Source: an optimization exercise on an open RTL-to-GDS flow (aim: small area). Production flows keep margins and buffers that such runs may drop. Where RTL was checked, it was by simulation tests only, not by an equivalence proof against the original. For runs 1 and 5, only the layout was checked, not whether the RTL still works. Power and IR drop assume default switching activity.

==> flow/design.v (outline; a module is shown in full before it is edited, if it fits) <==
// module FPExpAdder: 21 lines
// module FPExpDec: 26 lines
// module FloatingPointMultiplier: 1271 lines
// module FullAdder: 4 lines
// module HalfAdder: 4 lines
// module Or2: 3 lines
// module Aoi21: 3 lines
// module Aoi22: 3 lines
// module Oai21: 3 lines
// module Nand2: 3 lines
// module Nor2: 3 lines
// module Inv: 3 lines
// module Xor2: 3 lines
// module Xnor2: 3 lines
module FloatingPointMultiplier(
	input wire [26 : 0] in_1,
	input wire [26 : 0] in_2,
	input wire clk_pll,
	output wire [26 : 0] out
    );
  // ...
==> flow/flow/run.sh <==
#!/bin/bash
# Layout flow: the standard synthesis and layout, with
# - the smallest buffer cell for the port buffers instead of the one
#   buffer_ports picks by default,
# - every combinational cell sized down before global placement
#   (flow/downsize.tcl), so that timing repair sizes up only what it needs,
# - timing-driven global placement that does not keep the buffers its
#   virtual repair inserts (GPL_KEEP_OVERFLOW=0); timing is repaired later,
# - input port buffers with many loads sized up to buf_2 after global
#   placement (flow/portbuf.tcl),
# - clock tree synthesis without dummy loads.
set -euo pipefail
bash standard.sh synth > synth.log 2>&1
bash standard.sh 'BUFFER_PORTS_ARGS=-buffer_cell sky130_fd_sc_hd__buf_1' \
  "PRE_GLOBAL_PLACE_TCL=$PWD/flow/downsize.tcl" GPL_KEEP_OVERFLOW=0 \
  "POST_GLOBAL_PLACE_TCL=$PWD/flow/portbuf.tcl" \
  'CTS_ARGS=-sink_clustering_enable -repair_clock_nets -dont_use_dummy_load -buf_list {sky130_fd_sc_hd__clkbuf_4 sky130_fd_sc_hd__clkbuf_8}' \
  finish > layout.log 2>&1
==> flow/flow/downsize.tcl <==
# Before global placement: give every combinational cell the smallest-area
# variant of its own cell (same function and pins). Timing repair later sizes up only what needs it.
set db [ord::get_db]
set block [ord::get_db_block]
set swapped 0
foreach inst [$block getInsts] {
  set master [$inst getMaster]
  set name [$master getName]
  if {![regexp {^(sky130_fd_sc_hd__([a-z0-9]+))_([0-9]+)$} $name -> base kind size]} { continue }
  # leave sequential, clock, tap, fill and delay cells alone
  if {[regexp {^(df|dl|sdf|edf|sedf|clk|tap|fill|decap|conb|diode|lpflow|probe|dly|macro)} $kind]} { continue }
  set best $master
  foreach s {0 1 2 4 6 8 12 16} {
    set m [$db findMaster "${base}_$s"]
    if {$m == "NULL" || $m == ""} { continue }
    if {[$m getWidth] < [$best getWidth]} {
      set best $m
    }
  }
  if {$best != $master} {
    $inst swapMaster $best
    incr swapped
  }
}
puts "downsize.tcl: swapped $swapped instances to smaller cells"
==> flow/flow/portbuf.tcl <==
# After global placement: an input port buffer that drives many cells gets the
# next size up (buf_2) rather than having the timing repair pick a clock or
# delay buffer for it later.
set db [ord::get_db]
set block [ord::get_db_block]
set buf2 [$db findMaster sky130_fd_sc_hd__buf_2]
set n 0
foreach inst [$block getInsts] {
  if {[[$inst getMaster] getName] != "sky130_fd_sc_hd__buf_1"} { continue }
  foreach it [$inst getITerms] {
    if {[$it isOutputSignal]} {
      set net [$it getNet]
      if {$net != "NULL" && [llength [$net getITerms]] > 8} {
        $inst swapMaster $buf2
        incr n
      }
    }
  }
}
puts "portbuf.tcl: sized up $n buffers driving more than 7 cells"
==> flow/standard.sh <==
#!/bin/bash
# synth_recipe.tcl (not shown) runs the flow's synth.tcl, then flattens the netlist and writes it again
# the make line also repeats each setting of config.mk as NAME=value (left out here)
make -C /OpenROAD-flow-scripts/flow DESIGN_CONFIG=/design/flow/config.mk WORK_HOME=/design/flow/orfs CLKGATE_MAP_FILE= SYNTH_SCRIPT=/design/flow/synth_recipe.tcl "${@:-finish}"
==> flow/config.mk <==
export PLATFORM = sky130hd
export DESIGN_NAME = FloatingPointMultiplier
export DESIGN_NICKNAME = FloatingPointMultiplier
export VERILOG_FILES = /design/flow/design.v
export SDC_FILE = /design/flow/constraint.sdc
export NUM_CORES = 4
export LEC_CHECK = 0
export CAP_MARGIN = 20
export CORE_MARGIN = 2
export CORE_UTILIZATION = 40
export CTS_BUF_LIST = sky130_fd_sc_hd__clkbuf_4 sky130_fd_sc_hd__clkbuf_8
export SLEW_MARGIN = 20
export SYNTH_HIERARCHICAL = 1
==> flow/constraint.sdc <==
create_clock -name core_clock -period 6.8 [get_ports {clk_pll}]
set_input_delay 1.3600 -clock core_clock [delete_from_list [all_inputs] [get_ports {clk_pll}]]
set_output_delay 1.3600 -clock core_clock [all_outputs]
set_load 0.01 [all_outputs]
==> key figures, run 1 <==
STA
  – Final setup margin: 0.241 ns
  – Final Max Slew Viols: 0
  – FMAX: between 150 and 200 MHz
  – Hold Worst Slack: 1.29 ns

Outcome
  – Outcome: finished clean

Finish
  – Final Util: 0.397
  – Seq area share: 0.0603
  – Largest class: multi-input combinational cells
  – Nonclk buf count: 78
  – Seq cells: 28
  – Clock network area share: 0.00444

Drt
  – Via count: about 6500
  – Met3 routed WL: roughly 1.5 mm
  – Number of detailed-route iterations in the first pass: 7

Critical path
  – CP max FO: 18
  – CP startpoint: in_2[2]
  – Required @ worst endpoint: around 7.0 ns
  – Worst path bufs/invs: 2
  – WP data arrival: just under 7 ns
  – Worst path max stage delay: about 0.51 ns

CTS
  – # H-tree levels: 1

Worst hold path
  – Worst min-delay path startpoint: in_2[26]

Global route
  – Met1 usage: 0.242
  – Initial antenna violation count: 0
  – Vias in the first global route: 7094
  – GR Overflow Total: 0

Logic synthesis
  – Synth area leader: fa_1
  – Yosys warns: 7
  – Most frequent cell after synthesis: nand2_1
  – Post-Syn Area: around 0.0095 mm^2
  – Mean Syn Cell Area: 10.3 um^2

Power
  – PD cells: approximately 530 mW/mm^2
  – Internal: 2.27 mW
  – Sw Ratio: 0.538

Placed design
  – Post-detail-place hpwl: 17.1 mm

Floorplanning
  – Cell Rows: between 50 and 60
==> inputs of run 2 (changes only) <==
--- a/flow/design.v
+++ b/flow/design.v
@@ -1276,32 +1276,33 @@
 	Xor2 u_xor2_24 (.a(n69), .b(n154), .y(n170));
 	wire n171;
 	Xnor2 u_xnor2_19 (.a(n71), .b(n137), .y(n171));
 	wire n172;
 	Xor2 u_xor2_25 (.a(n73), .b(n155), .y(n172));
 	wire n173;
 	Xnor2 u_xnor2_20 (.a(n21), .b(n140), .y(n173));
 	wire n174;
-	Xnor2 u_xnor2_21 (.a(f524), .b(n141), .y(n174));
-	wire [35 : 17] nprod = {n174, n173, n172, n171, n170, n169, n168, n167, n166, n165, n164, n163, n162, n161, n160, n159, n158, n157, n156};
+	Xor2 u_xor2_26 (.a(f524), .b(n141), .y(n174));
+	wire [34 : 17] nprod = {n173, n172, n171, n170, n169, n168, n167, n166, n165, n164, n163, n162, n161, n160, n159, n158, n157, n156};
+	wire prod35 = n174;
 	wire [7 : 0] nexp_sum;
 	FPExpAdder fp_exp_adder (
 		.in(in_1[25 : 18]),
 		.change(in_2[25 : 18]),
 		.nout(nexp_sum)
 	);
 	reg pipe_sign;
 	reg [7 : 0] pipe_nexp;
 	reg pipe_norm;
 	reg [34 : 17] pipe_nprod;
 	always @(posedge clk_pll)
 	begin
 		pipe_sign <= in_1[26] ^ in_2[26];
-		pipe_norm <= ~nprod[35];
+		pipe_norm <= prod35;
 		pipe_nprod <= nprod[34 : 17];
 		pipe_nexp <= nexp_sum;
 	end
 	wire [7 : 0] exp_out;
 	FPExpDec fp_exp_dec (
 		.nin(pipe_nexp),
 		.norm(pipe_norm),
 		.out(exp_out)
--- a/flow/config.mk
+++ b/flow/config.mk
@@ -4,10 +4,11 @@
 export VERILOG_FILES = /design/flow/design.v
 export SDC_FILE = /design/flow/constraint.sdc
 export NUM_CORES = 4
 export LEC_CHECK = 0
 export CAP_MARGIN = 20
 export CORE_MARGIN = 2
 export CORE_UTILIZATION = 40
 export CTS_BUF_LIST = sky130_fd_sc_hd__clkbuf_4 sky130_fd_sc_hd__clkbuf_8
+export SETUP_SLACK_MARGIN = -0.1
 export SLEW_MARGIN = 20
 export SYNTH_HIERARCHICAL = 1
==> run 2 against run 1 <==
  * Still clean
  * Sequential share of layout area about the same
  * Synthesized cell count down 0.11%
  * Power up 1.3%
  * Largest cell class unchanged
  * Highest routed layer unchanged
==> key figures, run 2 <==
Logic synthesis
  – Synth cell types: 27 (unchanged)
  – Yosys warns: 7 (unchanged)
  – Post-synth top area share: 0.567 (was 0.566)
  – Syn_nets: 1245 (was 1246)
  – Synth area leader: fa_1 (unchanged)
  – Most frequent cell after synthesis: nand2_1 (unchanged)
  – Async SR Flop Fraction: 0 (unchanged)
  – Post-Syn Instances: 920 (was 921)
  – Sequential area share after synthesis: 0.0590 (was 0.0589)
  – Top post-synthesis cells by area: fa_1, nand2_1, buf_6, dfxtp_1, xor2_1 (unchanged)
  – Mean Syn Cell Area: 10.3 um^2 (about the same)
  – Number of flops mapped to enable cells by yosys: 0 (unchanged)
  – Main synth FF type: dfxtp_1 (unchanged)
  – Post-synth top cells: nand2_1, fa_1, buf_6 (unchanged)
  – Post-Syn Area: 0.00951 mm^2 (about the same)
  – Post-synthesis register bit count: 28 (unchanged)

Floorplanning
  – Die height: 158 um (about the same)
  – Die W: 158 um (about the same)
  – Cell Rows: 56 (unchanged)
  – Die Area: 0.0250 mm^2 (about the same)
  – Top Ports: 82 (unchanged)
  – Initial Util: 0.406 (about the same)
  – Core area: 0.0234 mm^2 (unchanged)

Critical path
  – Worst path max stage delay: 0.50 ns (was 0.51 ns)
  – Required @ worst endpoint: 6.96 ns (was 6.97 ns)
  – Critical-path cell list: buf_2 > nand2_1 > fa_1 > fa_1 > fa_1 > fa_1 > fa_1 > fa_1 > xnor2_1 > nand2_1 > nand2_1 > o21ai_1 > a21oi_1 > o21ai_1 > a21oi_4 > o21ai_1 > a21oi_1 > xor2_1 (was buf_2 > nand2_1 > fa_1 > fa_1 > fa_1 > fa_1 > fa_1 > fa_1 > xnor2_1 > nand2_1 > a21oi_1 > o21ai_1 > a21oi_1 > o21ai_2 > a21oi_2 > o21ai_1 > a21oi_1 > xnor2_1 > inv_1)
  – WP data arrival: 6.83 ns (was 6.73 ns)
  – Worst path bufs/invs: 1 (was 2)
  – Most used cell, CP: fa_1 (unchanged)
  – Largest delay share family, worst path: adder cells (unchanged)
  – Critical path's slowest cell: fa_1 (unchanged)
  – CP max FO: 18 (unchanged)
  – Setup CP Type: input pin to flop (unchanged)
  – Setup crit start kind: input pin (unchanged)
  – Worst Setup End Kind: flop (unchanged)

Finish
  – Nets: 1257 (was 1258)
  – Final Non-Filler Cells: 1249 (was 1250)
  – Area delta synth->final: -2.36% (was -2.21%)
  – Biggest regs: pipe_nprod: 18 flops, pipe_nexp: 8 flops (unchanged)
  – Max reg flops: 18 (unchanged)
  – Top reg by flops: pipe_nprod (unchanged)
  – Share of cells above drive strength 1: 0.0409 (was 0.0419)
  – Commonest non-fill, non-tap cell in the layout: nand2_1 (unchanged)
  – Fillcell total: 2379 (was 2336)
  – Commonest non-fill, non-tap cells in the layout: nand2_1, fa_1, inv_1 (unchanged)
  – # diodes: 0 (unchanged)

Drt
  – Final wirelength: 23.2 mm (was 23.1 mm)
  – Via count: 6450 (was 6515)
  – Residual DRC count: 0 (unchanged)
  – Routed len/inst: 18.6 um (was 18.5 um)
  – Vias per cell: 5.16 (was 5.21)
  – Initial DRC count: 371 (was 420)
  – Post-DRT Antenna Nets: 0 (unchanged)
  – Number of detailed-route iterations in the first pass: 5 (was 7)

Power
  – Sw Pwr: 2.70 mW (was 2.65 mW)
  – Clock power share: 0.018 (was 0.017)
  – Internal: 2.28 mW (was 2.27 mW)
  – Leak: 3.34 nW (was 3.35 nW)
  – Sw Ratio: 0.542 (was 0.538)
  – Max VDD drop: 504 uV (was 536 uV)
  – Sequential share of power: 0.077 (about the same)
  – PD cells: 538 mW/mm^2 (was 530 mW/mm^2)
  – Comb power frac: 0.905 (about the same)

Global route
  – Largest net degree at the start of global routing: 21 (unchanged)
  – GR Overflow Total: 0 (unchanged)
  – Total GRT Usage: 0.199 (was 0.192)
  – Global-route wire length before repair: 37.7 mm (was 37.0 mm)
  – Vias in the first global route: 7264 (was 7094)
  – Initial antenna violation count: 0 (unchanged)

STA
  – Setup Viol. Count Final: 0 (unchanged)
  – Actual slew at the worst max-slew pin: 0.706 ns (was 0.640 ns)
  – Hold Fails Final Rpt: 0 (unchanged)
  – FMAX: 150 MHz (was 152 MHz)
  – Hold Worst Slack: 1.27 ns (was 1.29 ns)
  – Final Max Slew Viols: 0 (unchanged)
  – Period utilization: 0.981 (was 0.965)
  – Crit path time final: 6.67 ns (was 6.56 ns)
  – Slew HR: 0.528 (was 0.573)

CTS
  – Longest Clk Path Bufs: 2 (unchanged)
  – CTS tree: yes (unchanged)
  – CTS buffer count: 3 (unchanged)
  – Hold_buf cts: 0 (unchanged)
  – Clk root buf: clkbuf_8 (unchanged)
  – # H-tree levels: 1 (unchanged)
  – CTS Sinks: 28 (unchanged)
  – Clock transition at path regs: 0.09 ns (about the same)

Placed design
  – IO buf count: 78 (unchanged)
  – Placed Instances: 1246 (was 1247)
  – Post-detail-place hpwl: 17.2 mm (was 17.1 mm)

Worst hold path
  – HP Class: input pin to flop (unchanged)

Flow run
  – Max Cap Viol: 0 (unchanged)

Outcome
  – Outcome: finished clean (unchanged)
## run 2: path summary, 6_finish.rpt
kind | start | end | slack (ns) | cells past startpoint
setup / recovery | in_2[13] | pipe_nprod[33] | 0.13 | 18
hold / removal | in_1[26] | pipe_sign | 1.27 | 2
## run 2: layout make-up
class,count,area (um^2),area share
timing repair buffer,78,335,0.0361
clock buffer,3,41.3,0.00445
multi-input combinational,768,7750,0.835
sequential,28,561,0.0604
inverter,53,199,0.0214
tap,319,399,0.0430
## run 2: what timing repair did
| item | CTS | global route |
|---|---|---|
| endpoints found under the setup margin | 0 | 11 |
| buffers inserted | 0 | 0 |
| resized for setup | 0 | 2 |
## run 2: per-layer routing
metal	up-vias	wire (um)	GRT usage
met5	-	0	0
met2	253	12000	0.353
met4	0	866	0.0789
li1	2759	-	-
met1	3373	8800	0.244
met3	65	1540	0.0290
## run 2: through the flow
step                setup TNS, ns  worst slack [ns]  utilization  cell area [um^2]  power, mW
detailed placement          -2.18            -0.315        0.394              9230       4.88
global placement            -8.23            -0.806        0.393              9190       4.80
CTS                       -0.0520           -0.0306        0.396              9270       4.99
floorplan                       0             0.491            -              9510       4.32
global route               -0.241            -0.101        0.397              9280       5.63
finish                          0             0.128        0.397              9280       4.99
## run 2: kinds of logic (layout without fill, tap and decap cells)
family	after synthesis	count (layout)	synth area share
XOR/XNOR	57	57	0.0525
flip-flops	28	28	0.0590
other	1	1	0.000395
adder cells (fa/ha/maj)	270	270	0.568
AO/OA/AOI/OAI	65	65	0.0584
AND/OR/NAND/NOR	375	375	0.156
buffers and inverters	124	134	0.105
## run 2: power groups by stage
stage | Sequential, mW | Combinational, mW | Clock, mW
after global routing | 0.395 | 5.13 | 0.0999
after global placement | 0.385 | 4.41 | 0
after CTS | 0.383 | 4.51 | 0.0927
final | 0.384 | 4.52 | 0.0877
after detailed placement | 0.386 | 4.49 | 0
after floorplan | 0.392 | 3.93 | 0
## run 2: modules after synthesis (local to each module, per instance), excerpt
| module | copies in the design | flops+latches | cells inside | cell area, um^2 |
|---|---|---|---|---|
| FloatingPointMultiplier | 1 | 28 | 388 | 2460 |
| FPExpDec | 1 | 0 | 10 | 82.6 |
| FPExpAdder | 1 | 0 | 10 | 56.3 |
| FullAdder | 269 | 0 | 1 | 20.0 |
| Aoi22 | 17 | 0 | 1 | 12.5 |
| Xnor2 | 21 | 0 | 1 | 8.76 |
| Aoi21 | 25 | 0 | 1 | 8.76 |
| Xor2 | 35 | 0 | 1 | 8.76 |
| Or2 | 10 | 0 | 1 | 6.26 |
| Nor2 | 37 | 0 | 1 | 3.75 |
==> inputs of run 3 (changes only) <==
--- a/flow/config.mk
+++ b/flow/config.mk
@@ -11,3 +11,2 @@
 export CTS_BUF_LIST = sky130_fd_sc_hd__clkbuf_4 sky130_fd_sc_hd__clkbuf_8
-export SETUP_SLACK_MARGIN = -0.1
 export SLEW_MARGIN = 20
==> run 3 against run 2 <==
  * Non-clock buffer count stayed put
  * Still clean
  * Synthesized cell count is the same
  * Global-route usage about the same
  * Critical endpoint unchanged
  * Synthesized area unchanged
  * Sequential share of layout area hardly changed
  * Sequential power barely moved
  * Power up 0.80%
  * Routed wire length hardly changed
  * Critical path type unchanged
  * Die area did not move
==> key figures, run 3 <==
Power
  – Max VDD drop: 510 uV (was 504 uV)
  – PD cells: 542 mW/mm^2 (was 538 mW/mm^2)
  – Power, Total: 5.03 mW (was 4.99 mW)
  – Leak: 3.34 nW (about the same)

Drt
  – Vias per cell: 5.15 (was 5.16)
  – Number of detailed-route iterations in the first pass: 5 (unchanged)
  – Final wirelength: 23.2 mm (about the same)
  – Residual DRC count: 0 (unchanged)
  – Via count: 6432 (was 6450)
  – Post-DRT Antenna Nets: 0 (unchanged)
  – Routed len/inst: 18.6 um (about the same)
  – Initial DRC count: 372 (was 371)

CTS
  – CTS buffer count: 3 (unchanged)
  – Longest Clk Path Bufs: 2 (unchanged)
  – Hold_buf cts: 0 (unchanged)
  – # H-tree levels: 1 (unchanged)
  – Clk root buf: clkbuf_8 (unchanged)
  – CTS tree: yes (unchanged)
  – Clock transition at path regs: 0.09 ns (about the same)
  – CTS Sinks: 28 (unchanged)

Placed design
  – IO buf count: 78 (unchanged)
  – Placed Instances: 1246 (unchanged)
  – Area after DPL: 0.00923 mm^2 (unchanged)
  – Post-detail-place hpwl: 17.2 mm (unchanged)

Global route
  – Grt met3 use: 0.0290 (unchanged)
  – Initial antenna violation count: 0 (unchanged)
  – Total GRT Usage: 0.199 (about the same)
  – Global-route wire length before repair: 37.7 mm (about the same)
  – GR peak layer: met2 (unchanged)
  – Largest net degree at the start of global routing: 21 (unchanged)
  – Met1 usage: 0.244 (about the same)
  – Vias in the first global route: 7279 (was 7264)
  – GR Overflow Total: 0 (unchanged)
  – Grt met2 use: 0.353 (about the same)

STA
  – Final Max Slew Viols: 0 (unchanged)
  – Crit path time final: 6.55 ns (was 6.67 ns)
  – Period utilization: 0.963 (was 0.981)
  – Hold Fails Final Rpt: 0 (unchanged)
  – Slew HR: 0.535 (was 0.528)
  – Actual slew at the worst max-slew pin: 0.697 ns (was 0.706 ns)
  – RSZ-0062 raised after global routing: no
  – Setup Viol. Count Final: 0 (unchanged)
  – FMAX: 153 MHz (was 150 MHz)
  – Setup TNS: 0 ns (unchanged)

Critical path
  – Setup CP Type: input pin to flop (unchanged)
  – Setup crit start kind: input pin (unchanged)
  – Critical path's slowest cell: fa_1 (unchanged)
  – Worst path bufs/invs: 1 (unchanged)
  – Critical-path cell list: buf_2 > nand2_1 > fa_1 > fa_1 > fa_1 > fa_1 > fa_1 > fa_1 > xnor2_1 > nand2_1 > nand2_1 > o21ai_1 > a21oi_1 > o21ai_2 > a21oi_4 > o21ai_1 > a21oi_1 > xor2_1 (was buf_2 > nand2_1 > fa_1 > fa_1 > fa_1 > fa_1 > fa_1 > fa_1 > xnor2_1 > nand2_1 > nand2_1 > o21ai_1 > a21oi_1 > o21ai_1 > a21oi_4 > o21ai_1 > a21oi_1 > xor2_1)
  – CP max FO: 18 (unchanged)
  – Required @ worst endpoint: 6.96 ns (about the same)
  – Worst path max stage delay: 0.50 ns (about the same)
  – Worst Setup End Kind: flop (unchanged)
  – Most used cell, CP: fa_1 (unchanged)
  – Largest delay share family, worst path: adder cells (unchanged)
  – WP data arrival: 6.71 ns (was 6.83 ns)

Finish
  – Final instance area: 0.00929 mm^2 (was 0.00928 mm^2)
  – Final Non-Filler Cells: 1249 (unchanged)
  – Area delta synth->final: -2.32% (was -2.36%)
  – Commonest non-fill, non-tap cell in the layout: nand2_1 (unchanged)
  – Biggest regs: pipe_nprod: 18 flops, pipe_nexp: 8 flops (unchanged)
  – Area taken by multi-input logic gates: 0.00775 mm^2 (about the same)
  – Nets: 1257 (unchanged)
  – Top reg by flops: pipe_nprod (unchanged)
  – # diodes: 0 (unchanged)
  – Max reg flops: 18 (unchanged)
  – Fillcell total: 2377 (was 2379)
  – Share of cells above drive strength 1: 0.0419 (was 0.0409)
  – Commonest non-fill, non-tap cells in the layout: nand2_1, fa_1, inv_1 (unchanged)
  – Final Util: 0.397 (about the same)
  – Reg area: 561 um^2 (unchanged)

Logic synthesis
  – Post-Syn Area: 0.00951 mm^2 (unchanged)
  – Syn_nets: 1245 (unchanged)
  – Most frequent cell after synthesis: nand2_1 (unchanged)
  – Top post-synthesis cells by area: fa_1, nand2_1, buf_6, dfxtp_1, xor2_1 (unchanged)
  – Main synth FF type: dfxtp_1 (unchanged)
  – Post-synthesis register bit count: 28 (unchanged)
  – Post-synth top area share: 0.567 (unchanged)
  – Post-Syn Instances: 920 (unchanged)
  – Async SR Flop Fraction: 0 (unchanged)
  – Synth cell types: 27 (unchanged)
  – Synth area leader: fa_1 (unchanged)
  – Yosys warns: 7 (unchanged)
  – Post-synth top cells: nand2_1, fa_1, buf_6 (unchanged)
  – Mean Syn Cell Area: 10.3 um^2 (unchanged)
  – Number of flops mapped to enable cells by yosys: 0 (unchanged)
  – Sequential area share after synthesis: 0.0590 (unchanged)

Floorplanning
  – Core area: 0.0234 mm^2 (unchanged)
  – Die W: 158 um (unchanged)
  – Cell Rows: 56 (unchanged)
  – Initial Util: 0.406 (unchanged)
  – Die height: 158 um (unchanged)
  – Top Ports: 82 (unchanged)
  – Die Area: 0.0250 mm^2 (unchanged)

Outcome
  – Outcome: finished clean (unchanged)

Flow run
  – Max Cap Viol: 0 (unchanged)

Worst hold path
  – HP Class: input pin to flop (unchanged)
run 3: worst paths after layout:
check / startpoint / to / depth (start not counted)
hold / removal: in_1[26] / pipe_sign / 2
setup / recovery: in_2[13] / pipe_nprod[33] / 18
run 3: logic make-up after synthesis:
logic type / count (synthesis) / share of synthesized area
buffers and inverters: 124 / 0.105
and+or+nand+nor: 375 / 0.156
AOI/OAI and AO/OA: 65 / 0.0584
other: 1 / 0.000395
adders and majority gates: 270 / 0.568
DFF: 28 / 0.0590
xor gates and xnor gates: 57 / 0.0525
run 3: repair_timing:
| action | in CTS | in global routing |
|---|---|---|
| setup endpoints to repair | 3 | 7 |
| resized for setup | 1 | 2 |
| buffers inserted | 0 | 0 |
run 3: modules after synthesis, one instance, submodules excluded, a selection:
module | times used | flops+latches | cells | area, um^2
Aoi21 | 25 | 0 | 1 | 8.76
HalfAdder | 1 | 0 | 1 | 12.5
Inv | 52 | 0 | 1 | 3.75
Nand2 | 31 | 0 | 1 | 3.75
Nor2 | 37 | 0 | 1 | 3.75
Or2 | 10 | 0 | 1 | 6.26
Xnor2 | 21 | 0 | 1 | 8.76
run 3: cell type report:
class,count,area share
Clock buffer,3,0.00445
Inverter,53,0.0214
Multi-Input combinational cell,768,0.835
Sequential cell,28,0.0604
Tap cell,319,0.0430
Timing Repair Buffer,78,0.0361
run 3: power breakdown:
group          internal (mW)  switching, mW
clock network         0.0397         0.0479
registers              0.323         0.0610
logic                   1.93           2.63
total                   2.29           2.74
run 3: per-stage QoR:
step | hold slack (ns) | worst slack (ns)
after detailed placement | 1.56 | -0.315
after floorplan | 1.45 | 0.491
after global routing | 1.27 | 0.0323
after CTS | 1.27 | 0.174
after global placement | 1.56 | -0.806
final | 1.27 | 0.251
run 3: metal layers:
metal  wire [um]  part of all wire
met1        8940              0.39
met2       11900              0.51
met3        1440             0.062
met4         885             0.038
met5           0                 0
==> module FPExpDec, before the edit <==
module FPExpDec(
	input wire [7 : 0] nin,
	input wire norm,
	output wire [7 : 0] out
    );
	wire [7 : 0] z;
	assign z[0] = 1'b1;
	genvar i;
	generate
		for (i = 1; i < 8; i = i + 1) begin : zero_chain
			assign z[i] = z[i - 1] & nin[i - 1];
		end
	endgenerate
	wire min_exp = ~nin[7] & z[7];
	wire dec = ~(norm | min_exp);
	wire [7 : 0] nflip;
	assign nflip[0] = ~dec;
	generate
		for (i = 1; i < 8; i = i + 1) begin : flip_bit
			Nand2 n_flip (.a(dec), .b(z[i]), .y(nflip[i]));
		end
		for (i = 0; i < 8; i = i + 1) begin : out_bit
			Xor2 x_out (.a(nin[i]), .b(nflip[i]), .y(out[i]));
		end
	endgenerate
endmodule
==> inputs of run 4 (changes only) <==
--- a/flow/design.v
+++ b/flow/design.v
@@ -27,22 +27,15 @@
     );
-	wire [7 : 0] z;
-	assign z[0] = 1'b1;
-	genvar i;
-	generate
-		for (i = 1; i < 8; i = i + 1) begin : zero_chain
-			assign z[i] = z[i - 1] & nin[i - 1];
-		end
-	endgenerate
-	wire min_exp = ~nin[7] & z[7];
+	wire min_exp = ~nin[7] & (&nin[6 : 0]);
 	wire dec = ~(norm | min_exp);
-	wire [7 : 0] nflip;
-	assign nflip[0] = ~dec;
+	wire [7 : 0] b;
+	wire [6 : 0] nout;
+	assign b[0] = dec;
+	genvar i;
 	generate
-		for (i = 1; i < 8; i = i + 1) begin : flip_bit
-			Nand2 n_flip (.a(dec), .b(z[i]), .y(nflip[i]));
-		end
-		for (i = 0; i < 8; i = i + 1) begin : out_bit
-			Xor2 x_out (.a(nin[i]), .b(nflip[i]), .y(out[i]));
+		for (i = 0; i < 7; i = i + 1) begin : borrow
+			HalfAdder ha (.a(nin[i]), .b(b[i]), .s(nout[i]), .co(b[i + 1]));
+			Inv inv (.a(nout[i]), .y(out[i]));
 		end
 	endgenerate
+	Xnor2 x_top (.a(nin[7]), .b(b[7]), .y(out[7]));
 endmodule
==> run 4 against run 3 <==
  * First-iteration DRC count is 14% higher
  * Count of clock-buffer cells in the layout stayed put
  * Via count hardly changed
  * Synthesized cell count is 0.76% lower
  * Die area is 0.18% lower
  * Global-route usage is 0.31 points lower
  * Critical endpoint unchanged
==> key figures, run 4 <==
STA
  – Hold Fails Final Rpt: 0 (unchanged)
  – Actual slew at the worst max-slew pin: 0.600 ns (was 0.697 ns)
  – Setup TNS: 0 ns (unchanged)
  – Period utilization: 0.952 (was 0.963)
  – Final Max Slew Viols: 0 (unchanged)
  – Crit path time final: 6.48 ns (was 6.55 ns)
  – Setup Viol. Count Final: 0 (unchanged)
  – Slew HR: 0.599 (was 0.535)
  – RSZ-0062 raised after global routing: no (unchanged)
  – FMAX: 154 MHz (was 153 MHz)

Finish
  – Max reg flops: 18 (unchanged)
  – Top reg by flops: pipe_nprod (unchanged)
  – Commonest non-fill, non-tap cell in the layout: nand2_1 (unchanged)
  – Area delta synth->final: -2.26% (was -2.32%)
  – Share of cells above drive strength 1: 0.0433 (was 0.0419)
  – # diodes: 0 (unchanged)
  – Nets: 1258 (was 1257)
  – Commonest non-fill, non-tap cells in the layout: nand2_1, fa_1, inv_1 (unchanged)
  – Biggest regs: pipe_nprod: 18 flops, pipe_nexp: 8 flops (unchanged)
  – Final Non-Filler Cells: 1243 (was 1249)

Logic synthesis
  – Async SR Flop Fraction: 0 (unchanged)
  – Number of flops mapped to enable cells by yosys: 0 (unchanged)
  – Post-synth top area share: 0.568 (was 0.567)
  – Top post-synthesis cells by area: fa_1, nand2_1, buf_6, dfxtp_1, xor2_1 (unchanged)
  – Synth area leader: fa_1 (unchanged)
  – Most frequent cell after synthesis: nand2_1 (unchanged)
  – Synth cell types: 22 (was 27)
  – Post-Syn Area: 0.00949 mm^2 (was 0.00951 mm^2)
  – Mean Syn Cell Area: 10.4 um^2 (was 10.3 um^2)
  – Yosys warns: 7 (unchanged)
  – Post-synth top cells: nand2_1, fa_1, buf_6 (unchanged)
  – Main synth FF type: dfxtp_1 (unchanged)
  – Syn_nets: 1245 (unchanged)
  – Sequential area share after synthesis: 0.0591 (was 0.0590)
  – Post-synthesis register bit count: 28 (unchanged)
  – Post-Syn Instances: 913 (was 920)

Placed design
  – Placed Instances: 1240 (was 1246)
  – IO buf count: 78 (unchanged)
  – Post-detail-place hpwl: 16.8 mm (was 17.2 mm)

Floorplanning
  – Top Ports: 82 (unchanged)
  – Cell Rows: 56 (unchanged)
  – Initial Util: 0.405 (was 0.406)
  – Die Area: 0.0250 mm^2 (about the same)
  – Die W: 158 um (about the same)
  – Core area: 0.0234 mm^2 (unchanged)
  – Die height: 158 um (about the same)

Worst hold path
  – Worst min-delay path startpoint: in_1[26] (unchanged)
  – HP Class: input pin to flop (unchanged)

Power
  – Leak: 3.39 nW (was 3.34 nW)
  – PD cells: 539 mW/mm^2 (was 542 mW/mm^2)
  – Max VDD drop: 483 uV (was 510 uV)

Global route
  – Vias in the first global route: 7146 (was 7279)
  – Largest net degree at the start of global routing: 20 (was 21)
  – GR Overflow Total: 0 (unchanged)
  – Global-route wire length before repair: 37.5 mm (was 37.7 mm)
  – Total GRT Usage: 0.196 (was 0.199)
  – Initial antenna violation count: 0 (unchanged)

CTS
  – Longest Clk Path Bufs: 2 (unchanged)
  – CTS buffer count: 3 (unchanged)
  – Setup Buffers After CTS: 0 (unchanged)
  – Clk root buf: clkbuf_8 (unchanged)
  – # H-tree levels: 1 (unchanged)
  – Clock transition at path regs: 0.09 ns (about the same)
  – CTS Sinks: 28 (unchanged)
  – CTS tree: yes (unchanged)

Drt
  – Initial DRC count: 425 (was 372)
  – Post-DRT Antenna Nets: 0 (unchanged)
  – Vias per cell: 5.18 (was 5.15)
  – Residual DRC count: 0 (unchanged)
  – Number of detailed-route iterations in the first pass: 5 (unchanged)
  – Via count: 6435 (was 6432)
  – Routed len/inst: 18.5 um (was 18.6 um)
  – Final wirelength: 23.0 mm (was 23.2 mm)

Critical path
  – Setup CP Type: input pin to flop (unchanged)
  – CP max FO: 18 (unchanged)
  – Required @ worst endpoint: 6.95 ns (was 6.96 ns)
  – CP startpoint: in_2[15] (was in_2[13])
  – Worst Setup End Kind: flop (unchanged)
  – Setup crit start kind: input pin (unchanged)
  – WP data arrival: 6.63 ns (was 6.71 ns)

Outcome
  – Outcome: finished clean (unchanged)

Flow run
  – Max Cap Viol: 0 (unchanged)
-- run 4: per-module statistics from Yosys, one instance, submodules excluded, a selection --
module	flip-flops and latches	area [um^2]	copies in the design
Xor2	0	8.76	27
HalfAdder	0	12.5	8
FPExpAdder	0	56.3	1
Aoi22	0	12.5	17
Or2	0	6.26	10
Oai21	0	5.00	14
Xnor2	0	8.76	22
FPExpDec	0	27.5	1
Nor2	0	3.75	37
-- run 4: area by class of cell --
class	count	area (um^2)
fill	2355	14100
sequential	28	561
clock buffer	3	41.3
multi-input combinational	755	7710
timing repair buffer	78	338
tap	319	399
inverter	60	225
-- run 4: final timing paths --
check	endpoint	slack (ns)	cells after the start
min	pipe_sign	1.28	2
max	pipe_nprod[33]	0.32	16
-- run 4: report_power, final --
part / switching [mW] / leakage, nW / internal (mW)
combinational: 2.60 / 3.13 / 1.93
clock: 0.0455 / 0.0216 / 0.0397
sequential: 0.0522 / 0.236 / 0.323
total: 2.70 / 3.39 / 2.29
-- run 4: cells by family after synthesis --
logic type	synth area share
and+or+nand+nor	0.151
adders and majority gates	0.578
buffers and inverters	0.108
AOI/OAI and AO/OA	0.0575
xor gates and xnor gates	0.0462
DFF	0.0591
other	0.000395
-- run 4: repair_timing --
item / 4_1_cts / 5_1_grt
gates resized for setup: 1 / 4
endpoints found under the setup margin: 5 / 11
pin swaps: 0 / 0
hold buffers: 0 / 0
-- run 4: worst max-delay path: stages --
cell,delay [ns]
buf_2,0.39
nand2_1,0.16
fa_1,0.56
fa_1,0.46
fa_1,0.48
fa_1,0.40
fa_1,0.45
fa_1,0.39
fa_1,0.52
xor2_1,0.26
nand2_1,0.10
o21ai_2,0.27
a21oi_4,0.14
o21ai_1,0.35
a21oi_1,0.13
xor2_1,0.19
-- run 4: through the flow --
step	area, um^2	hold slack [ns]	total power, mW	util	setup WS, ns
2_1_floorplan	9490	1.45	4.30	-	0.491
3_3_place_gp	9170	1.56	4.79	0.392	-0.813
3_5_place_dp	9210	1.56	4.85	0.394	-0.385
4_1_cts	9260	1.27	4.99	0.396	0.108
5_1_grt	9270	1.27	5.66	0.396	0.0645
6_report	9270	1.28	4.99	0.396	0.323
-- run 4: layer usage --
| layer | GRT usage | share of wire |
|---|---|---|
| met3 | 0.0263 | 0.072 |
| met2 | 0.352 | 0.52 |
| met5 | 0 | 0 |
| met4 | 0.0442 | 0.023 |
| met1 | 0.252 | 0.38 |
==> module FPExpAdder, before the edit <==
module FPExpAdder(
	input wire [7 : 0] in,
	input wire [7 : 0] change,
	output wire [7 : 0] nout
    );
	wire [8 : 0] c;
	wire [7 : 0] s;
	HalfAdder ha0 (.a(in[0]), .b(change[0]), .s(s[0]), .co(c[1]));
	genvar i;
	generate
		for (i = 1; i < 8; i = i + 1) begin : bit_add
			FullAdder fa (.a(in[i]), .b(change[i]), .ci(c[i]), .s(s[i]), .co(c[i + 1]));
		end
	endgenerate
	wire ovf;
	Xor2 x_ovf (.a(c[7]), .b(c[8]), .y(ovf));
	wire set_ones = ovf & ~in[7];
	wire nset_zeros = ~(ovf & in[7]);
	assign nout[6 : 0] = ~((s[6 : 0] | {7{set_ones}}) & {7{nset_zeros}});
	Xnor2 x_sign (.a(s[7]), .b(ovf), .y(nout[7]));
endmodule
==> inputs of run 5 (changes only) <==
--- a/flow/design.v
+++ b/flow/design.v
@@ -6,4 +6,4 @@
     );
-	wire [8 : 0] c;
-	wire [7 : 0] s;
+	wire [7 : 0] c;
+	wire [6 : 0] s;
 	HalfAdder ha0 (.a(in[0]), .b(change[0]), .s(s[0]), .co(c[1]));
@@ -11,3 +11,3 @@
 	generate
-		for (i = 1; i < 8; i = i + 1) begin : bit_add
+		for (i = 1; i < 7; i = i + 1) begin : bit_add
 			FullAdder fa (.a(in[i]), .b(change[i]), .ci(c[i]), .s(s[i]), .co(c[i + 1]));
@@ -15,8 +15,9 @@
 	endgenerate
-	wire ovf;
-	Xor2 x_ovf (.a(c[7]), .b(c[8]), .y(ovf));
-	wire set_ones = ovf & ~in[7];
-	wire nset_zeros = ~(ovf & in[7]);
-	assign nout[6 : 0] = ~((s[6 : 0] | {7{set_ones}}) & {7{nset_zeros}});
-	Xnor2 x_sign (.a(s[7]), .b(ovf), .y(nout[7]));
+	wire set_ones = ~in[7] & ~change[7] & c[7];
+	wire nset_zeros = ~(in[7] & change[7] & ~c[7]);
+	assign nout[6 : 0] = ~((s | {7{set_ones}}) & {7{nset_zeros}});
+	wire nboth, nneither;
+	Nand2 n_both (.a(in[7]), .b(change[7]), .y(nboth));
+	Nor2 n_neither (.a(in[7]), .b(change[7]), .y(nneither));
+	Oa21 o_sign (.a(nneither), .b(c[7]), .c(nboth), .y(nout[7]));
 endmodule
@@ -1331,2 +1332,5 @@
 endmodule
+module Oa21(input wire a, input wire b, input wire c, output wire y);
+	assign y = (a | b) & c;
+endmodule
 module Oai21(input wire a, input wire b, input wire c, output wire y);
==> run 5 against run 4 <==
  * Still clean
  * Design area is 0.36% higher
  * Synthesized area rose by 0.42%
  * Critical path depth increased by 2
  * Routed wire length up 0.59%
  * Combinational power hardly changed
  * Sequential share of layout area about the same
  * Via count hardly changed
  * Sequential power down 1%
  * Fmax fell by 0.52%
  * Hold slack lost 0.013 ns
  * Utilization increased by 0.14 points
  * Synthesized cell count up 0.77%
  * Largest cell class unchanged
==> key figures, run 5 <==
Finish
  – Max reg flops: 18 (unchanged)
  – Fillcell total: 2382 (was 2355)
  – Area taken by multi-input logic gates: 0.00774 mm^2 (was 0.00771 mm^2)
  – Biggest regs: pipe_nprod: 18 flops, pipe_nexp: 8 flops (unchanged)
  – Final instance area: 0.00931 mm^2 (was 0.00927 mm^2)
  – Nets: 1263 (was 1258)
  – Commonest non-fill, non-tap cells in the layout: nand2_1, fa_1, inv_1 (unchanged)
  – Commonest non-fill, non-tap cell in the layout: nand2_1 (unchanged)
  – Area delta synth->final: -2.31% (was -2.26%)
  – Share of cells above drive strength 1: 0.0430 (was 0.0433)
  – Reg area: 561 um^2 (unchanged)
  – # diodes: 0 (unchanged)
  – Top reg by flops: pipe_nprod (unchanged)

STA
  – Hold Worst Slack: 1.27 ns (was 1.28 ns)
  – Final setup margin: 0.289 ns (was 0.323 ns)
  – Actual slew at the worst max-slew pin: 0.629 ns (was 0.600 ns)
  – FMAX: 154 MHz (about the same)
  – Period utilization: 0.957 (was 0.952)
  – Setup Viol. Count Final: 0 (unchanged)
  – Slew HR: 0.580 (was 0.599)
  – Hold Fails Final Rpt: 0 (unchanged)
  – Final Max Slew Viols: 0 (unchanged)
  – Setup TNS: 0 ns (unchanged)
  – Crit path time final: 6.51 ns (was 6.48 ns)

CTS
  – CTS Sinks: 28 (unchanged)
  – Post-CTS Resized: 1 (unchanged)
  – Clk root buf: clkbuf_8 (unchanged)
  – CTS buffer count: 3 (unchanged)
  – Longest Clk Path Bufs: 2 (unchanged)
  – Setup Buffers After CTS: 0 (unchanged)
  – Clock transition at path regs: 0.08 ns (was 0.09 ns)
  – CTS tree: yes (unchanged)
  – Hold_buf cts: 0 (unchanged)
  – # H-tree levels: 1 (unchanged)

Global route
  – Global-route wire length before repair: 37.8 mm (was 37.5 mm)
  – Vias in the first global route: 7210 (was 7146)
  – GR Overflow Total: 0 (unchanged)
  – Initial antenna violation count: 0 (unchanged)
  – Total GRT Usage: 0.197 (was 0.196)
  – Largest net degree at the start of global routing: 20 (unchanged)

Floorplanning
  – Die height: 158 um (about the same)
  – Die Area: 0.0251 mm^2 (was 0.0250 mm^2)
  – Core area: 0.0234 mm^2 (unchanged)
  – Die W: 158 um (about the same)
  – Cell Rows: 56 (unchanged)
  – Initial Util: 0.407 (was 0.405)
  – Top Ports: 82 (unchanged)

Critical path
  – WP data arrival: 6.66 ns (was 6.63 ns)
  – CP max FO: 18 (unchanged)
  – Setup CP Type: input pin to flop (unchanged)
  – Worst Setup End Kind: flop (unchanged)
  – Setup crit start kind: input pin (unchanged)
  – Required @ worst endpoint: 6.95 ns (about the same)

Drt
  – Routed wl met2: 12.1 mm (was 12.0 mm)
  – Post-DRT Antenna Nets: 0 (unchanged)
  – Final wirelength: 23.1 mm (was 23.0 mm)
  – Residual DRC count: 0 (unchanged)
  – Routed len/inst: 18.5 um (about the same)
  – Number of detailed-route iterations in the first pass: 5 (unchanged)
  – Top Layer Used: met4 (unchanged)
  – Initial DRC count: 353 (was 425)
  – Via count: 6439 (was 6435)
  – Met3 routed WL: 1.34 mm (was 1.64 mm)
  – M1 WL: 8.90 mm (was 8.79 mm)
  – Vias per cell: 5.16 (was 5.18)

Worst hold path
  – HP Class: input pin to flop (unchanged)

Placed design
  – IO buf count: 78 (unchanged)
  – Pre-CTS setup slack: -0.422 ns (was -0.385 ns)
  – Area after DPL: 0.00924 mm^2 (was 0.00921 mm^2)
  – Post-detail-place hpwl: 16.8 mm (about the same)

Logic synthesis
  – Top post-synthesis cells by area: fa_1, nand2_1, buf_6, dfxtp_1, xor2_1 (unchanged)
  – Post-synth top area share: 0.563 (was 0.568)
  – Largest family of logic cells by synthesized area: adder cells (unchanged)
  – Number of flops mapped to enable cells by yosys: 0 (unchanged)
  – Post-Synth XOR/XNOR Area: 0.0441 (was 0.0462)
  – Main synth FF type: dfxtp_1 (unchanged)
  – Syn_nets: 1251 (was 1245)
  – Post-Syn Instances: 920 (was 913)
  – Post-synth top cells: nand2_1, fa_1, buf_6 (unchanged)
  – Post-Syn Area: 0.00953 mm^2 (was 0.00949 mm^2)
  – Mean Syn Cell Area: 10.4 um^2 (about the same)
  – Synth area leader: fa_1 (unchanged)
  – Complex-gate fraction of the synthesized area: 0.0608 (was 0.0575)
  – Post-synthesis simple-gate area fraction: 0.155 (was 0.151)
  – Yosys warns: 7 (unchanged)
  – Sequential area share after synthesis: 0.0588 (was 0.0591)
  – Post-synthesis register bit count: 28 (unchanged)
  – Most frequent cell after synthesis: nand2_1 (unchanged)
  – Synth cell types: 24 (was 22)
  – Async SR Flop Fraction: 0 (unchanged)
  – Post-Synth Adder-Cell Area: 0.574 (was 0.578)
  – Mux share of post-synthesis cell area: 0 (unchanged)

Power
  – Max VDD drop: 537 uV (was 483 uV)
  – Leak: 3.41 nW (was 3.39 nW)
  – PD cells: 535 mW/mm^2 (was 539 mW/mm^2)
  – Power, Total: 4.98 mW (was 4.99 mW)

Flow run
  – Max Cap Viol: 0 (unchanged)

Outcome
  – Outcome: finished clean (unchanged)
-- run 5: changes by cell type after synthesis, sizes merged, moves of 2 or more --
cell and change:
a21oi -5, o21ai -2, a2bb2oi +7, nor2 +8
-- run 5: through the flow --
stage,cells,util
2_1_floorplan,920,-
3_3_place_gp,1246,0.393
3_5_place_dp,1246,0.395
4_1_cts,1249,0.397
5_1_grt,1249,0.398
6_report,1249,0.398
-- run 5: worst max-delay path, stage by stage --
cell,delay (ns)
buf_2,0.40
nand2_1,0.15
fa_1,0.46
fa_1,0.45
fa_1,0.47
fa_1,0.39
fa_1,0.51
fa_1,0.44
xnor2_1,0.17
nand2_1,0.10
nand2_1,0.06
o21ai_1,0.34
a21oi_1,0.22
o21ai_2,0.33
a21oi_4,0.14
o21ai_1,0.34
a21oi_1,0.13
xor2_1,0.18
-- run 5: path summary, 6_finish.rpt --
kind	slack, ns	startpoint	cells past startpoint	endpoint
worst min-delay path	1.27	in_1[26]	2	pipe_sign
worst max-delay path	0.29	in_1[12]	18	pipe_nprod[33]
-- run 5: per-layer routing --
layer  up-vias  global-route usage
li1       2761                   -
met1      3382               0.246
met2       238               0.352
met3        58              0.0291
met4         0              0.0669
met5         -                   0
-- run 5: final cells by class --
cell class / count / share of cell area
multi-input combinational: 762 / 0.831
sequential: 28 / 0.0602
tap: 319 / 0.0429
timing repair buffer: 78 / 0.0372
inverter: 59 / 0.0238
clock buffer: 3 / 0.00444
-- run 5: power by group --
group | leakage [nW] | switching, mW | internal (mW)
registers | 0.236 | 0.0505 | 0.319
clock network | 0.0216 | 0.0466 | 0.0397
logic | 3.15 | 2.60 | 1.92
-- run 5: per-module statistics from Yosys (local to each module, per instance) --
module,cell area (um^2),cells
FloatingPointMultiplier,2460,388
FPExpAdder,131,17
FPExpDec,27.5,3
FullAdder,20.0,1
Aoi22,12.5,1
HalfAdder,12.5,1
Aoi21,8.76,1
Xnor2,8.76,1
Xor2,8.76,1
Oa21,7.51,1
Or2,6.26,1
Oai21,5.00,1
Inv,3.75,1
Nand2,3.75,1
Nor2,3.75,1
-- run 5: kinds of logic after synthesis --
| group | Yosys count |
|---|---|
| and+or+nand+nor | 372 |
| adders and majority gates | 276 |
| buffers and inverters | 130 |
| AOI/OAI and AO/OA | 65 |
| xor gates and xnor gates | 48 |
| DFF | 28 |
| other | 1 |
==> inputs of run 6 (changes only) <==
--- a/flow/design.v
+++ b/flow/design.v
@@ -17,3 +17,7 @@
 	wire nset_zeros = ~(in[7] & change[7] & ~c[7]);
-	assign nout[6 : 0] = ~((s | {7{set_ones}}) & {7{nset_zeros}});
+	generate
+		for (i = 0; i < 7; i = i + 1) begin : sat_bit
+			Oai21 o_sat (.a(nset_zeros), .b(s[i]), .c(set_ones), .y(nout[i]));
+		end
+	endgenerate
 	wire nboth, nneither;
==> run 6 against run 5 <==
  * Still clean on timing, DRC and antenna
  * Final cell count decreased by 0.56%
  * Via count decreased by 1.0%
  * First-iteration DRC count increased by 22%
  * Utilization decreased by 0.090 points
  * Routed wire length decreased by 2.3%
  * Sequential share of layout area about the same
  * Synthesized cell count decreased by 0.87%
  * Flip-flop and latch count unchanged
  * Combinational power decreased by 0.9%
  * Critical path depth decreased by 2
  * Power decreased by 0.94%
  * Largest power group unchanged
==> key figures, run 6 <==
Outcome
  – Outcome: finished clean (unchanged)

Logic synthesis
  – Async SR Flop Fraction: 0 (unchanged)
  – Yosys warns: 7 (unchanged)
  – Post-synthesis register bit count: 28 (unchanged)
  – Number of flops mapped to enable cells by yosys: 0 (unchanged)
  – Synth cell types: 22 (was 24)
  – Post-synth top area share: 0.568 (was 0.563)
  – Sequential area share after synthesis: 0.0593 (was 0.0588)
  – Top post-synthesis cells by area: fa_1, nand2_1, buf_6, dfxtp_1, xor2_1 (unchanged)
  – Post-Syn Instances: 912 (was 920)
  – Post-synth top cells: nand2_1, fa_1, buf_6 (unchanged)
  – Most frequent cell after synthesis: nand2_1 (unchanged)
  – Syn_nets: 1243 (was 1251)
  – Main synth FF type: dfxtp_1 (unchanged)
  – Post-Syn Area: 0.00945 mm^2 (was 0.00953 mm^2)
  – Mean Syn Cell Area: 10.4 um^2 (about the same)
  – Synth area leader: fa_1 (unchanged)

Finish
  – Nets: 1256 (was 1263)
  – Area taken by multi-input logic gates: 0.00769 mm^2 (was 0.00774 mm^2)
  – Commonest non-fill, non-tap cells in the layout: nand2_1, fa_1, inv_1 (unchanged)
  – Top reg by flops: pipe_nprod (unchanged)
  – Final Util: 0.397 (was 0.398)
  – Reg area: 561 um^2 (unchanged)
  – Share of cells above drive strength 1: 0.0444 (was 0.0430)
  – Fillcell total: 2299 (was 2382)
  – Biggest regs: pipe_nprod: 18 flops, pipe_nexp: 8 flops (unchanged)
  – Max reg flops: 18 (unchanged)
  – Final Non-Filler Cells: 1242 (was 1249)
  – Area delta synth->final: -2.05% (was -2.31%)
  – Commonest non-fill, non-tap cell in the layout: nand2_1 (unchanged)
  – # diodes: 0 (unchanged)

Power
  – Internal: 2.27 mW (was 2.28 mW)
  – Sequential share of power: 0.075 (was 0.074)
  – Sw Ratio: 0.541 (was 0.542)
  – Comb power frac: 0.908 (about the same)
  – Clock power share: 0.018 (was 0.017)
  – Sw Pwr: 2.67 mW (was 2.70 mW)
  – Max VDD drop: 530 uV (was 537 uV)
  – PD cells: 533 mW/mm^2 (was 535 mW/mm^2)
  – Leak: 3.38 nW (was 3.41 nW)

STA
  – Setup Viol. Count Final: 0 (unchanged)
  – Final Max Slew Viols: 0 (unchanged)
  – Actual slew at the worst max-slew pin: 0.713 ns (was 0.629 ns)
  – Hold Worst Slack: 1.27 ns (about the same)
  – Period utilization: 0.947 (was 0.957)
  – Slew HR: 0.524 (was 0.580)
  – Crit path time final: 6.44 ns (was 6.51 ns)
  – RSZ-0062 raised after global routing: no
  – Hold Fails Final Rpt: 0 (unchanged)
  – FMAX: 155 MHz (was 154 MHz)

Global route
  – Initial antenna violation count: 0 (unchanged)
  – GR Overflow Total: 0 (unchanged)
  – Vias in the first global route: 7244 (was 7210)
  – Global-route wire length before repair: 37.6 mm (was 37.8 mm)
  – Total GRT Usage: 0.195 (was 0.197)
  – Largest net degree at the start of global routing: 20 (unchanged)

Critical path
  – Setup CP Type: input pin to flop (unchanged)
  – WP data arrival: 6.59 ns (was 6.66 ns)
  – Critical path's slowest cell: fa_1 (unchanged)
  – CP max FO: 18 (unchanged)
  – Worst path max stage delay: 0.54 ns (was 0.51 ns)
  – Required @ worst endpoint: 6.95 ns (about the same)
  – Critical-path cell list: buf_2 > nand2_1 > fa_1 > fa_1 > fa_1 > fa_1 > fa_1 > fa_1 > fa_1 > xor2_1 > nand2_1 > o21ai_2 > a21oi_2 > o21ai_1 > a21oi_1 > xor2_1 (was buf_2 > nand2_1 > fa_1 > fa_1 > fa_1 > fa_1 > fa_1 > fa_1 > xnor2_1 > nand2_1 > nand2_1 > o21ai_1 > a21oi_1 > o21ai_2 > a21oi_4 > o21ai_1 > a21oi_1 > xor2_1)
  – Worst Setup End Kind: flop (unchanged)
  – Most used cell, CP: fa_1 (unchanged)
  – Setup crit start kind: input pin (unchanged)

Drt
  – Post-DRT Antenna Nets: 0 (unchanged)
  – Initial DRC count: 430 (was 353)
  – Final wirelength: 22.5 mm (was 23.1 mm)
  – Vias per cell: 5.13 (was 5.16)
  – Routed len/inst: 18.2 um (was 18.5 um)
  – Number of detailed-route iterations in the first pass: 5 (unchanged)
  – Via count: 6373 (was 6439)
  – Residual DRC count: 0 (unchanged)

CTS
  – Clk root buf: clkbuf_8 (unchanged)
  – Longest Clk Path Bufs: 2 (unchanged)
  – # H-tree levels: 1 (unchanged)
  – CTS tree: yes (unchanged)
  – CTS buffer count: 3 (unchanged)
  – CTS Sinks: 28 (unchanged)
  – Clock transition at path regs: 0.09 ns (was 0.08 ns)

Floorplanning
  – Initial Util: 0.405 (was 0.407)
  – Top Ports: 82 (unchanged)
  – Die height: 158 um (about the same)
  – Die W: 158 um (about the same)
  – Core area: 0.0233 mm^2 (was 0.0234 mm^2)
  – Die Area: 0.0249 mm^2 (was 0.0251 mm^2)
  – Cell Rows: 56 (unchanged)

Placed design
  – Placed Instances: 1239 (was 1246)
  – IO buf count: 78 (unchanged)
  – Post-detail-place hpwl: 16.9 mm (was 16.8 mm)

Flow run
  – Max Cap Viol: 0 (unchanged)

Worst hold path
  – HP Class: input pin to flop (unchanged)
[run 6: changes by cell type in the layout (fill, tap and decap cells not counted), sizes merged]
cell	change
nand2b	-1
buf	-1
o21ai	+7
nor2	-7
clkbuf	+1
nand3b	+1
nor3b	+1
nor2b	-1
a2bb2oi	-7
[run 6: kinds of logic (layout without fill, tap and decap cells)]
family                     Yosys count  in the layout  synth area share
AOI/OAI and AO/OA                   65             65            0.0585
xor gates and xnor gates            48             48            0.0445
adders and majority gates          276            276             0.578
buffers and inverters              129            140             0.107
DFF                                 28             28            0.0593
other                                1              1          0.000397
and+or+nand+nor                    365            365             0.152
[run 6: layer usage]
metal	vias to the layer above	global-route usage	wire [um]
met1	3320	0.252	8710
met4	0	0.0571	723
li1	2733	-	-
met3	54	0.0227	1610
met5	-	0	0
met2	266	0.346	11500
[run 6: layout make-up]
cell class              count  area share
multi-input cells         755       0.830
flip-flops and latches     28      0.0605
well taps                 319      0.0431
repair buffers             78      0.0376
inverters                  59      0.0239
clock buffers               3     0.00446
[run 6: power by group through the flow]
stage	Clock, mW	Sequential (mW)	Combinational [mW]
floorplan	0	0.382	3.90
global placement	0	0.371	4.36
detailed placement	0	0.372	4.43
CTS	0.0900	0.369	4.47
global route	0.0985	0.380	5.12
finish	0.0869	0.369	4.48
[run 6: modules after synthesis (local to each module, per instance), excerpt]
module                   cells  flops+latches
Or2                          1              0
Xnor2                        1              0
Xor2                         1              0
Aoi22                        1              0
FullAdder                    1              0
Inv                          1              0
FloatingPointMultiplier    388             28
FPExpAdder                   2              0
Aoi21                        1              0
FPExpDec                     3              0
HalfAdder                    1              0
[run 6: worst max-delay path: cells and delay by family]
| kind | cells | cell delay (ns) |
|---|---|---|
| xor+xnor | 2 | 0.44 |
| compound gates | 4 | 0.88 |
| buf+inv | 1 | 0.39 |
| simple gates | 2 | 0.26 |
| fa+ha+maj | 7 | 3.25 |
[run 6: timing repair]
action,in CTS,in global routing
gates resized for setup,1,8
buffers inserted,0,0
hold buffers,0,0
endpoints found under the setup margin,1,7
[run 6: metrics by stage]
stage | setup TNS [ns] | setup WS (ns) | area (um^2) | total power [mW]
2_1_floorplan | 0 | 0.495 | 9450 | 4.28
3_3_place_gp | -7.28 | -0.727 | 9150 | 4.73
3_5_place_dp | -1.55 | -0.270 | 9190 | 4.80
4_1_cts | 0 | 0.129 | 9240 | 4.93
5_1_grt | 0 | 0.0175 | 9260 | 5.60
6_report | 0 | 0.360 | 9260 | 4.93
[run 6: path summary, 6_finish.rpt]
check | start | end | slack [ns] | cells after the start
worst max-delay path | in_2[15] | pipe_nprod[33] | 0.36 | 16
worst min-delay path | in_1[26] | pipe_sign | 1.27 | 2
==> inputs of run 7 (changes only) <==
--- a/flow/config.mk
+++ b/flow/config.mk
@@ -11,2 +11,3 @@
 export CTS_BUF_LIST = sky130_fd_sc_hd__clkbuf_4 sky130_fd_sc_hd__clkbuf_8
+export SETUP_SLACK_MARGIN = -0.1
 export SLEW_MARGIN = 20
==> run 7 against run 6 <==
  * Still clean
  * Via count stayed put
  * Combinational power about the same
  * Sequential share of layout area about the same
  * Sequential power barely moved
  * Worst setup slack got worse by 0.056 ns
  * First-iteration DRC count down 5.3%
  * Utilization about the same
  * Final cell count unchanged
  * Hold slack about the same
  * Flip-flop and latch count unchanged
  * Design area down 0.12%
  * Synthesized cell count unchanged
  * Critical endpoint unchanged
  * Largest cell class unchanged
==> key figures, run 7 <==
Outcome
  – Outcome: finished clean (unchanged)

STA
  – Setup Viol. Count Final: 0 (unchanged)
  – Crit path time final: 6.50 ns (was 6.44 ns)
  – Final Max Slew Viols: 0 (unchanged)
  – Slew HR: 0.524 (unchanged)
  – Period utilization: 0.955 (was 0.947)
  – FMAX: 154 MHz (was 155 MHz)
  – Hold Fails Final Rpt: 0 (unchanged)
  – Actual slew at the worst max-slew pin: 0.713 ns (unchanged)

Flow run
  – Max Cap Viol: 0 (unchanged)

CTS
  – Clk root buf: clkbuf_8 (unchanged)
  – CTS buffer count: 3 (unchanged)
  – CTS tree: yes (unchanged)
  – Hold_buf cts: 0 (unchanged)
  – Clock transition at path regs: 0.09 ns (about the same)
  – # H-tree levels: 1 (unchanged)
  – CTS Sinks: 28 (unchanged)
  – Longest Clk Path Bufs: 2 (unchanged)

Logic synthesis
  – Complex-gate fraction of the synthesized area: 0.0585 (unchanged)
  – Main synth FF type: dfxtp_1 (unchanged)
  – Synth area leader: fa_1 (unchanged)
  – Post-synth top cells: nand2_1, fa_1, buf_6 (unchanged)
  – Syn_nets: 1243 (unchanged)
  – Post-Synth XOR/XNOR Area: 0.0445 (unchanged)
  – Post-synth top area share: 0.568 (unchanged)
  – Number of flops mapped to enable cells by yosys: 0 (unchanged)
  – Post-Syn Instances: 912 (unchanged)
  – Most frequent cell after synthesis: nand2_1 (unchanged)
  – Top post-synthesis cells by area: fa_1, nand2_1, buf_6, dfxtp_1, xor2_1 (unchanged)
  – Largest family of logic cells by synthesized area: adder cells (unchanged)
  – Post-Synth Adder-Cell Area: 0.578 (unchanged)
  – Post-synthesis register bit count: 28 (unchanged)
  – Post-synthesis simple-gate area fraction: 0.152 (unchanged)
  – Sequential area share after synthesis: 0.0593 (unchanged)
  – Async SR Flop Fraction: 0 (unchanged)
  – Yosys warns: 7 (unchanged)
  – Post-Syn Area: 0.00945 mm^2 (unchanged)
  – Mux share of post-synthesis cell area: 0 (unchanged)
  – Synth cell types: 22 (unchanged)
  – Mean Syn Cell Area: 10.4 um^2 (unchanged)

Global route
  – Vias in the first global route: 7233 (was 7244)
  – Total GRT Usage: 0.195 (about the same)
  – Initial antenna violation count: 0 (unchanged)
  – Grt met3 use: 0.0227 (unchanged)
  – Met1 usage: 0.252 (about the same)
  – Largest net degree at the start of global routing: 20 (unchanged)
  – GR Overflow Total: 0 (unchanged)
  – Global-route wire length before repair: 37.5 mm (was 37.6 mm)
  – GR peak layer: met2 (unchanged)
  – Grt met2 use: 0.345 (was 0.346)

Floorplanning
  – Core area: 0.0233 mm^2 (unchanged)
  – Top Ports: 82 (unchanged)
  – Die height: 158 um (unchanged)
  – Cell Rows: 56 (unchanged)
  – Die Area: 0.0249 mm^2 (unchanged)
  – Initial Util: 0.405 (unchanged)
  – Die W: 158 um (unchanged)

Finish
  – Final instance area: 0.00925 mm^2 (was 0.00926 mm^2)
  – # diodes: 0 (unchanged)
  – Share of cells above drive strength 1: 0.0433 (was 0.0444)
  – Commonest non-fill, non-tap cell in the layout: nand2_1 (unchanged)
  – Nets: 1256 (unchanged)
  – Area delta synth->final: -2.17% (was -2.05%)
  – Biggest regs: pipe_nprod: 18 flops, pipe_nexp: 8 flops (unchanged)
  – Max reg flops: 18 (unchanged)
  – Fillcell total: 2303 (was 2299)
  – Top reg by flops: pipe_nprod (unchanged)
  – Final Util: 0.396 (was 0.397)
  – Final Non-Filler Cells: 1242 (unchanged)
  – Commonest non-fill, non-tap cells in the layout: nand2_1, fa_1, inv_1 (unchanged)

Critical path
  – Worst path max stage delay: 0.51 ns (was 0.54 ns)
  – Critical-path cell list: buf_2 > nand2_1 > fa_1 > fa_1 > fa_1 > fa_1 > fa_1 > fa_1 > xnor2_1 > nand2_1 > nand2_1 > o21ai_1 > a21oi_2 > o21ai_2 > a21oi_2 > o21ai_1 > a21oi_1 > xor2_1 (was buf_2 > nand2_1 > fa_1 > fa_1 > fa_1 > fa_1 > fa_1 > fa_1 > fa_1 > xor2_1 > nand2_1 > o21ai_2 > a21oi_2 > o21ai_1 > a21oi_1 > xor2_1)
  – WP data arrival: 6.65 ns (was 6.59 ns)
  – Setup CP Type: input pin to flop (unchanged)
  – Setup crit start kind: input pin (unchanged)
  – Worst path bufs/invs: 1 (unchanged)
  – Largest delay share family, worst path: adder cells (unchanged)
  – Critical path's slowest cell: fa_1 (unchanged)
  – Worst Setup End Kind: flop (unchanged)
  – CP max FO: 18 (unchanged)
  – Most used cell, CP: fa_1 (unchanged)
  – Required @ worst endpoint: 6.95 ns (about the same)

Placed design
  – Placed Instances: 1239 (unchanged)
  – Area after DPL: 0.00919 mm^2 (unchanged)
  – Post-detail-place hpwl: 16.9 mm (unchanged)
  – IO buf count: 78 (unchanged)

Drt
  – Post-DRT Antenna Nets: 0 (unchanged)
  – Residual DRC count: 0 (unchanged)
  – Initial DRC count: 407 (was 430)
  – Via count: 6373 (unchanged)
  – Number of detailed-route iterations in the first pass: 4 (was 5)
  – Vias per cell: 5.13 (unchanged)
  – Routed len/inst: 18.2 um (about the same)
  – Final wirelength: 22.6 mm (was 22.5 mm)

Power
  – Leak: 3.37 nW (was 3.38 nW)
  – Max VDD drop: 528 uV (was 530 uV)
  – PD cells: 532 mW/mm^2 (was 533 mW/mm^2)
  – Power, Total: 4.92 mW (was 4.93 mW)

Worst hold path
  – HP Class: input pin to flop (unchanged)
==> run 7: cell counts after synthesis <==
Identical to the previous run, type by type.
==> run 7: modules after synthesis (local to each module, per instance), excerpt <==
module	area, um^2	cells inside
Aoi22	12.5	1
FloatingPointMultiplier	2460	388
Oa21	7.51	1
Xor2	8.76	1
FPExpDec	27.5	3
Inv	3.75	1
Or2	6.26	1
FullAdder	20.0	1
Nor2	3.75	1
FPExpAdder	20.0	2
HalfAdder	12.5	1
Oai21	5.00	1
Nand2	3.75	1
Xnor2	8.76	1
==> run 7: layout make-up <==
| cell class | instances | area (um^2) | area share |
|---|---|---|---|
| repair buffers | 78 | 340 | 0.0368 |
| multi-input cells | 755 | 7680 | 0.831 |
| clock buffers | 3 | 41.3 | 0.00446 |
| inverters | 59 | 221 | 0.0239 |
| well taps | 319 | 399 | 0.0432 |
| flip-flops and latches | 28 | 561 | 0.0606 |
==> run 7: path summary, 6_finish.rpt <==
kind / startpoint / to / slack (ns) / cells after the start
setup / recovery: in_1[12] / pipe_nprod[33] / 0.30 / 18
hold / removal: in_1[26] / pipe_sign / 1.27 / 2
==> run 7: what timing repair did <==
item	4_1_cts	5_1_grt
endpoints found under the setup margin	0	10
gates resized for setup	0	5
setup buffers	0	0
==> run 7: cells by family (layout without fill, tap and decap cells) <==
kind of cell / Yosys count / after routing
buf+inv: 129 / 140
compound gates: 65 / 65
flops: 28 / 28
simple gates: 365 / 365
fa+ha+maj: 276 / 276
xor+xnor: 48 / 48
other cells: 1 / 1
==> run 7: metrics by stage <==
step | setup slack (ns) | TNS, ns | hold slack [ns]
after detailed placement | -0.270 | -1.55 | 1.56
after global routing | -0.0400 | -0.0733 | 1.27
after global placement | -0.727 | -7.28 | 1.55
final | 0.303 | 0 | 1.27
after floorplan | 0.495 | 0 | 1.45
after CTS | -0.00667 | -0.00667 | 1.27
==> run 7: metal layers <==
layer	vias up	part of all wire
li1	2731	-
met1	3337	0.39
met2	260	0.51
met3	45	0.068
met4	0	0.029
met5	-	0
==> run 7: power breakdown <==
group	internal, mW	total [mW]	leakage [nW]	switching, mW
combinational	1.90	4.46	3.12	2.56
sequential	0.319	0.369	0.236	0.0503
clock	0.0397	0.0868	0.0216	0.0470

## separate check: timing with driven ports
No port has a modelled driver above. Below, the same layouts with a new extraction and two added sets of constraints. Step 1, drivers: a clkbuf_16 drives clk_pll and a buf_2 each remaining input, both assumed. Step 2 times the ports against the registers' clock, not the clock port: input delays grow and output delays shrink by t, the midpoint of the rising clock arrivals with the driver on. Three values: ideal ports, drivers, drivers and shift; two values: the first two.
run | t, ns | setup slack, ns | worst setup path at the end | slew at the worst register clock pin (ns) | worst data-port slew with drivers (ns)
run 1 | 0.289 | 0.241 / 0.247 / -0.043 | input to register | 0.09 / 0.09 | 0.04
run 2 | 0.294 | 0.128 / 0.134 / -0.160 | input to register | 0.09 / 0.09 | 0.04
run 3 | 0.294 | 0.251 / 0.257 / -0.037 | input to register | 0.09 / 0.09 | 0.04
run 4 | 0.292 | 0.323 / 0.329 / 0.037 | input to register | 0.09 / 0.09 | 0.04
run 5 | 0.298 | 0.289 / 0.279 / -0.019 | input to register | 0.08 / 0.08 | 0.04
run 6 | 0.294 | 0.360 / 0.361 / 0.067 | input to register | 0.09 / 0.09 | 0.04
run 7 | 0.294 | 0.303 / 0.289 / -0.005 | input to register | 0.09 / 0.09 | 0.04
With both steps, setup timing fails in 5 of these runs, where it was met with ideal ports.
